Source: an optimization exercise on an open RTL-to-GDS flow (aim: small area). Production flows keep margins and buffers that such runs may drop.
Function was checked by simulation only, so behaviour that the tests miss may differ from the original.
Power is estimated from default activity; no workload was simulated.

===== design.v =====
module complex_to_mag #(
    parameter integer RE_IM_WIDTH = 24,
    parameter integer MAG_WIDTH   = 24
) (
    input  wire                     clk_50m,
    input  wire                     rst_n,
    input  wire                     s_axis_tvalid,
    output wire                     s_axis_tready,
    input  wire [2*RE_IM_WIDTH-1:0] s_axis_tdata,
    input  wire                     s_axis_tlast,
    output reg                      m_axis_tvalid,
    input  wire                     m_axis_tready,
    output reg  [MAG_WIDTH-1:0]     m_axis_tdata,
    output reg                      m_axis_tlast
);
    assign s_axis_tready = m_axis_tready || !m_axis_tvalid;
    wire signed [RE_IM_WIDTH-1:0] re = s_axis_tdata[2*RE_IM_WIDTH-1:RE_IM_WIDTH];
    wire signed [RE_IM_WIDTH-1:0] im = s_axis_tdata[RE_IM_WIDTH-1:0];
    wire [RE_IM_WIDTH:0] approx_mag_wide =
        (re > 0 ? re : -re) + (im > 0 ? im : -im);
    wire [MAG_WIDTH-1:0] approx_mag =
        (RE_IM_WIDTH + 1 > MAG_WIDTH) ?
        approx_mag_wide[RE_IM_WIDTH:RE_IM_WIDTH - MAG_WIDTH + 1] :
        approx_mag_wide[MAG_WIDTH-1:0];
    always @(posedge clk_50m) begin
        if (!rst_n) begin
            m_axis_tvalid <= 1'b0;
            m_axis_tlast  <= 1'b0;
            m_axis_tdata  <= {MAG_WIDTH{1'b0}};
        end
        else begin
            if (s_axis_tvalid && s_axis_tready) begin
                m_axis_tvalid <= 1'b1;
                m_axis_tlast  <= s_axis_tlast;
                m_axis_tdata  <= approx_mag;
            end
            else if (m_axis_tvalid && m_axis_tready) begin
                m_axis_tvalid <= 1'b0;
                m_axis_tlast  <= 1'b0;
            end
        end
    end
endmodule
module band_accum #(
    parameter integer FFT_LEN   = 1024,   
    parameter integer BANDS     = 32,
    parameter integer IN_WIDTH  = 24,
    parameter integer OUT_WIDTH = 16
) (
    input  wire                     clk_50m,
    input  wire                     rst_n,
    input  wire                     s_axis_tvalid,
    output wire                     s_axis_tready,
    input  wire [IN_WIDTH-1:0]      s_axis_tdata,
    input  wire                     s_axis_tlast,
    output reg                      m_axis_tvalid,
    input  wire                     m_axis_tready,
    output      [OUT_WIDTH-1:0]     m_axis_tdata,
    output reg                      m_axis_tlast
);
    localparam integer HALF_N       = FFT_LEN / 2;
    localparam integer BAND_SAMPLES = HALF_N / BANDS;
    reg [$clog2(BAND_SAMPLES):0]            band_sample_idx;   
    reg [$clog2(BANDS):0]                   band_idx;          
    reg [IN_WIDTH+$clog2(BAND_SAMPLES)-1:0] acc, acc_r;
    reg                                     frame_done;
    assign m_axis_tdata = acc_r[IN_WIDTH+$clog2(BAND_SAMPLES)-1-:OUT_WIDTH];
    assign s_axis_tready = (!m_axis_tvalid) || m_axis_tready;
    always @(posedge clk_50m) begin
        if (!rst_n) begin
            band_sample_idx <= 0;
            band_idx        <= 0;
            acc             <= 0;
            acc_r           <= 0;
            m_axis_tvalid   <= 0;
            m_axis_tlast    <= 0;
            frame_done      <= 0;
        end
        else begin
            if (m_axis_tvalid && m_axis_tready) begin
                m_axis_tvalid <= 1'b0;
                m_axis_tlast  <= 1'b0;
            end
            if (s_axis_tvalid && s_axis_tready) begin
                if (!frame_done) begin
                    if (band_sample_idx == BAND_SAMPLES - 1) begin
                        acc             <= 'b0;
                        acc_r           <= acc + s_axis_tdata;
                        m_axis_tvalid   <= 1'b1;
                        m_axis_tlast    <= (band_idx == BANDS - 1) ? 1'b1 : 1'b0;
                        band_sample_idx <= 0;
                        band_idx        <= band_idx + 1;
                        frame_done      <= (band_idx == BANDS - 1) ? 1'b1 : 1'b0;
                    end
                    else begin
                        acc             <= (band_sample_idx == 0 && band_idx == 0) ?
                                            s_axis_tdata : acc + s_axis_tdata;
                        band_sample_idx <= band_sample_idx + 1;
                    end
                end
                else begin
                    if (s_axis_tlast) begin
                        band_sample_idx <= 'b0;
                        band_idx        <= 'b0;
                        acc             <= 'b0;
                        frame_done      <= 1'b0;
                    end
                end
            end
        end
    end
endmodule
module band_buffer #(
    parameter integer BANDS      = 32,
    parameter integer DATA_WIDTH = 16
) (
    input  wire                        clk_50m,
    input  wire                        rst_n,
    input  wire                        s_axis_tvalid,
    output wire                        s_axis_tready,
    input  wire [DATA_WIDTH-1:0]       s_axis_tdata,
    input  wire                        s_axis_tlast,
    input  wire [$clog2(BANDS)-1:0]    rd_addr,
    input  wire                        rd_en,
    output reg  [DATA_WIDTH-1:0]       rd_data,
    output reg                         rd_data_valid,
    output reg                         frame_stb
);
    assign s_axis_tready = 1'b1;
    reg [$clog2(BANDS)-1:0] waddr;
    reg [DATA_WIDTH-1:0]    mem [0:BANDS-1];
    integer i;
    always @(posedge clk_50m) begin
        if (!rst_n) begin
            waddr         <= 0;
            frame_stb     <= 1'b0;
            rd_data       <= 0;
            rd_data_valid <= 1'b0;
            for (i = 0; i < BANDS; i = i + 1)
                mem[i] <= 0;
        end
        else begin
            frame_stb <= 1'b0;
            if (s_axis_tvalid) begin
                mem[waddr] <= (s_axis_tdata > mem[waddr]) ?
                              s_axis_tdata :
                              ((mem[waddr] > 300) ? (mem[waddr] - 300) : 0);
                if (waddr == BANDS - 1)
                    waddr <= 0;
                else
                    waddr <= waddr + 1;
                if (s_axis_tlast)
                    frame_stb <= 1'b1;   
            end
            if (rd_en) begin
                rd_data       <= mem[rd_addr];
                rd_data_valid <= 1'b1;
            end
            else begin
                rd_data_valid <= 1'b0;
            end
        end
    end
endmodule
module spectrum_post #(
    parameter FFT_LEN         = 1024,
    parameter FFT_RE_IM_WIDTH = 16,
    parameter MAG_WIDTH       = 16,
    parameter BANDS           = 32
)(
    input  wire                          clk,
    input  wire                          rst_n,
    input  wire                          s_axis_tvalid,
    output wire                          s_axis_tready,
    input  wire [2*FFT_RE_IM_WIDTH-1:0]  s_axis_tdata,
    input  wire                          s_axis_tlast,
    input  wire [4:0]                    spec_rd_addr,
    input  wire                          spec_rd_en,
    output wire [15:0]                   spec_rd_data,
    output wire                          spec_rd_data_valid,
    output wire                          spec_frame_stb
);
    wire                 mag_tvalid;
    wire                 mag_tready;
    wire [MAG_WIDTH-1:0] mag_tdata;
    wire                 mag_tlast;
    assign spec_frame_stb = mag_tlast;
    complex_to_mag #(
        .RE_IM_WIDTH (FFT_RE_IM_WIDTH),
        .MAG_WIDTH   (MAG_WIDTH)
    ) u_complex_to_mag (
        .clk_50m       (clk),
        .rst_n         (rst_n),
        .s_axis_tvalid (s_axis_tvalid),
        .s_axis_tready (s_axis_tready),
        .s_axis_tdata  (s_axis_tdata),
        .s_axis_tlast  (s_axis_tlast),
        .m_axis_tvalid (mag_tvalid),
        .m_axis_tready (mag_tready),
        .m_axis_tdata  (mag_tdata),
        .m_axis_tlast  (mag_tlast)
    );
    wire        band_tvalid;
    wire        band_tready;
    wire [15:0] band_tdata;
    wire        band_tlast;
    band_accum #(
        .FFT_LEN   (FFT_LEN),
        .BANDS     (BANDS),
        .IN_WIDTH  (MAG_WIDTH),
        .OUT_WIDTH (16)
    ) u_band_accum (
        .clk_50m       (clk),
        .rst_n         (rst_n),
        .s_axis_tvalid (mag_tvalid),
        .s_axis_tready (mag_tready),
        .s_axis_tdata  (mag_tdata),
        .s_axis_tlast  (mag_tlast),
        .m_axis_tvalid (band_tvalid),
        .m_axis_tready (band_tready),
        .m_axis_tdata  (band_tdata),
        .m_axis_tlast  (band_tlast)
    );
    band_buffer #(
        .BANDS      (BANDS),
        .DATA_WIDTH (16)
    ) u_band_buffer (
        .clk_50m       (clk),
        .rst_n         (rst_n),
        .s_axis_tvalid (band_tvalid),
        .s_axis_tready (band_tready),
        .s_axis_tdata  (band_tdata),
        .s_axis_tlast  (band_tlast),
        .rd_addr       (spec_rd_addr),
        .rd_en         (spec_rd_en),
        .rd_data       (spec_rd_data),
        .frame_stb     (),
        .rd_data_valid (spec_rd_data_valid)
    );
endmodule

===== run.sh =====
#!/bin/bash
# synth_recipe.tcl (not shown) runs the flow's synth.tcl, then flattens the netlist and writes it again
# the make line also repeats each setting of config.mk as NAME=value (left out here)
make -C /OpenROAD-flow-scripts/flow DESIGN_CONFIG=/design/flow/config.mk WORK_HOME=/design/flow/orfs CLKGATE_MAP_FILE= SYNTH_SCRIPT=/design/flow/synth_recipe.tcl finish

===== config.mk =====
export PLATFORM = sky130hd
export DESIGN_NAME = spectrum_post
export DESIGN_NICKNAME = spectrum_post
export VERILOG_FILES = /design/flow/design.v
export SDC_FILE = /design/flow/constraint.sdc
export NUM_CORES = 4
export LEC_CHECK = 0
export CAP_MARGIN = 20
export CORE_MARGIN = 2
export CORE_UTILIZATION = 40
export SLEW_MARGIN = 20

===== constraint.sdc =====
create_clock -name core_clock -period 10.0 [get_ports {clk}]
set_input_delay 2.0000 -clock core_clock [delete_from_list [all_inputs] [get_ports {clk}]]
set_output_delay 2.0000 -clock core_clock [all_outputs]
set_load 0.01 [all_outputs]

==> results.cfg <==
[worst_setup_path]
crit_family = compound AO/OA/AOI/OAI gates
crit_type = flop to flop
arrival_ps = 6910
worstPathRequired_ps = 10350
cp-end-kind = flop
path_cells = buf_4 -> mux4_2 -> a22o_1 -> a221oi_1 -> nand3_1 -> inv_2 -> ha_1 -> o21a_1 -> o21ai_0 -> a21oi_1 -> o31ai_1 -> a31oi_2 -> buf_4 -> nor3_1 -> o21ai_1 -> o211ai_2 -> buf_4 -> nor2_1
cp_common_cell = buf_4
crit_path_top_delay_cell = dfxtp_4
start_kind = flop
max_stage_delay_ps = 860
critPathMaxFanout = 32
path_buf_inv = 4

[timing]
setup_viol = 0
worst_hold_slack_ps = 473
drv_slew = 0
worstMarginPinSlew_ps = 1250
hold_violations = 0
tns_ps = 0
rsz0062_at_grt = no
setup_ws_ps = 3440
post-route-period-util_pct = 65.6
timing.fmax_mhz = 153
relSlewSlack_pct = 16.4
layout_min_cycle_time_ps = 6560
skew_ps = 26.9

[global_routing]
grt_max_degree = 69
grt_pass1_vias = 22800
grt_overflow = 0
antenna_found_initial = 3
grt_use_total_pct = 25.0
grt_pass1_wl_mm = 155

[synthesis]
syn_area_mm2 = 0.0332
yosysMostFrequentCell = nor2_1
netlist.area_leader.share_pct = 46.3
avgSynthCellArea_um2 = 12.5
yosysWarningCount = 3
synth_cell_type_count = 80
yosys.area.top_type = edfxtp_1
synth_edf_count = 512
yosys_register_bits = 606
yosys-top-cells-area = edfxtp_1, mux4_2, nor2_1, dfxtp_1, mux2i_1
yosys_most_used_dff = edfxtp_1
synth_seq_area_share_pct = 51.9
async_flop_share_pct = 0
syn_inst = 2648
synth.net_count = 2751
synth_common_cells = nor2_1, edfxtp_1, mux4_2

[floorplanning]
ioPinCount = 61
die_area_mm2 = 0.0854
core_area_mm2 = 0.0821
fp.dieW_um = 292
start_util_pct = 40.5
die_h_um = 292
num_rows = 105

[pwr]
vdd_drop_max_mv = 0.119
powerDensity_mw_per_mm2 = 171
p_leak_nw = 12.6

[detailed_routing]
vias_per_cell = 6.18
drt_iter0_markers = 3097
wl_per_cell_um = 28.7
drcViolationCount = 0
first_pass_iters = 8
vias = 23200
postRouteAntennaNets = 0
drt_wl_total_mm = 108

[clock_network]
clkSinkCount = 606
clk_pin_slew_ps = 60
cts_resized = 0
cts_tree = done
clock_path_buffers = 3
htree_num_levels = 3
ctsHoldBuffers = 0
cts_root_buf = clkbuf_16
postCtsSetupRepairBufs = 0
clock_latency_ps = 640
numCtsBuffers = 70

[finish]
area_growth_pct = 11.7
nets = 2737
drive_gt1_share_pct = 17.6
regArea_mm2 = 0.0173
multi_input_area_mm2 = 0.0147
num-fill-cells = 7292

[placement]
place.gp.congestion = 0.931
dp_slack_ps = 3060
dp_hpwl_mm = 69.8
portBuffers = 59

[outcome]
status = finished clean

[hold_path]
hold_class = flop to flop

[job]
maxCapViolCount = 0
==> through the flow <==
step           util [%]  total power, mW  std cells  instance area (µm²)
2_1_floorplan         -             3.43       2648                33200
3_3_place_gp       42.0             3.67       3625                34500
3_5_place_dp       42.1             3.69       3626                34500
4_1_cts            45.0             6.36       3750                36900
5_1_grt            45.2             6.53       3756                37100
6_report           45.2             6.34       3757                37100
==> worst min-delay path: cells and delay by family (launching register included) <==
kind             cells  cell delay, ps
AO/OA/AOI/OAI        1              60
flip-flops           1             310
AND/OR/NAND/NOR      1              50
==> metal layers <==
metal  global-route usage, %  wire (µm)  vias up
met5                       0         42        -
met4                    11.5       5040        6
met3                    4.94      11300      204
met2                    40.3      50700     1375
met1                    32.6      40700    11700
li1                        -          -     9911
==> kinds of logic after synthesis <==
| group | Yosys count | synth area share (%) |
|---|---|---|
| mux | 393 | 20.3 |
| flops | 606 | 51.9 |
| xor+xnor | 67 | 1.77 |
| compound gates | 292 | 6.92 |
| buf+inv | 245 | 3.84 |
| fa+ha+maj | 61 | 2.34 |
| simple gates | 983 | 12.9 |
| other cells | 1 | 0.0113 |
==> cells in the final DEF, fill, tap and decap left out, types with 24 or more instances in the layout <==
cell type | Yosys | layout
mux4_2 | 223 | 223
buf_4 | 21 | 70
nand3_1 | 57 | 57
nor2b_1 | 37 | 35
clkbuf_16 | 0 | 70
nor2_1 | 562 | 562
dfxtp_1 | 94 | 92
clkdlybuf4s50_1 | 0 | 53
edfxtp_1 | 512 | 512
a21oi_1 | 36 | 36
ha_1 | 59 | 59
a22oi_1 | 75 | 75
and3_1 | 24 | 24
xnor2_1 | 46 | 46
nand2_1 | 178 | 178
mux2i_1 | 164 | 164
inv_1 | 24 | 24
o21ai_0 | 41 | 40
==> worst paths after layout <==
kind | slack (ps) | start | cells after the start | end
setup / recovery | 3440 | flop | 18 | u_band_buffer.mem[21][13]
hold / removal | 470 | u_band_accum.acc_r[4] | 2 | u_band_accum.acc_r[4]
setup reg to reg | 3440 | flop | 18 | u_band_buffer.mem[21][13]
hold reg to reg | 470 | u_band_accum.acc_r[4] | 2 | u_band_accum.acc_r[4]
==> area by class of cell <==
type	instances	share of cell area (%)
diodes	1	0.00674
clock buffers	79	4.81
clock inverters	45	1.65
inverters	25	0.253
multi-input cells	1797	39.7
flip-flops and latches	606	46.5
well taps	1070	3.61
repair buffers	134	3.44
==> registers in the layout (all words and copies together), names as in the netlist, named ones only <==
signal,count
u_band_buffer.rd_data,16
u_band_buffer.waddr,5
u_band_accum.m_axis_tvalid,1
u_complex_to_mag.m_axis_tvalid,1
u_complex_to_mag.m_axis_tlast,1
u_band_buffer.mem,512
u_band_accum.frame_done,1
u_band_accum.band_sample_idx,5
u_band_buffer.rd_data_valid,1
u_band_accum.acc,20
u_band_accum.acc_r,16
u_complex_to_mag.m_axis_tdata,16
u_band_accum.band_idx,6
==> report_power, final <==
part	switching [mW]	leakage (nW)	internal [mW]
clock	1.10	1.16	1.59
combinational	0.424	5.71	0.297
sequential	0.0756	5.68	2.86

-- static timing again, ports no longer ideal --
Ports are ideal in the flow. The routed layout listed here was re-timed in OpenROAD. Step 1, drivers: a clkbuf_16 drives clk and a buf_2 each remaining input, both assumed. Step 2 also shifts input and output timing later by t, the mid clock arrival at the registers, as if the neighbouring blocks saw the same clock. a / b / c = ideal ports / drivers / drivers and shift; a / b = the first two.
t, ns: 0.697
setup WS [ns]: 3.444 / 3.444 / 3.050
worst setup path after step 2: input to register
clock arrival spread, ns: 0.027 / 0.027
After both steps setup and hold are still met in this run. For this run, drivers alone change the setup slack by 0.000 ns; drivers and shift together by -0.394 ns.
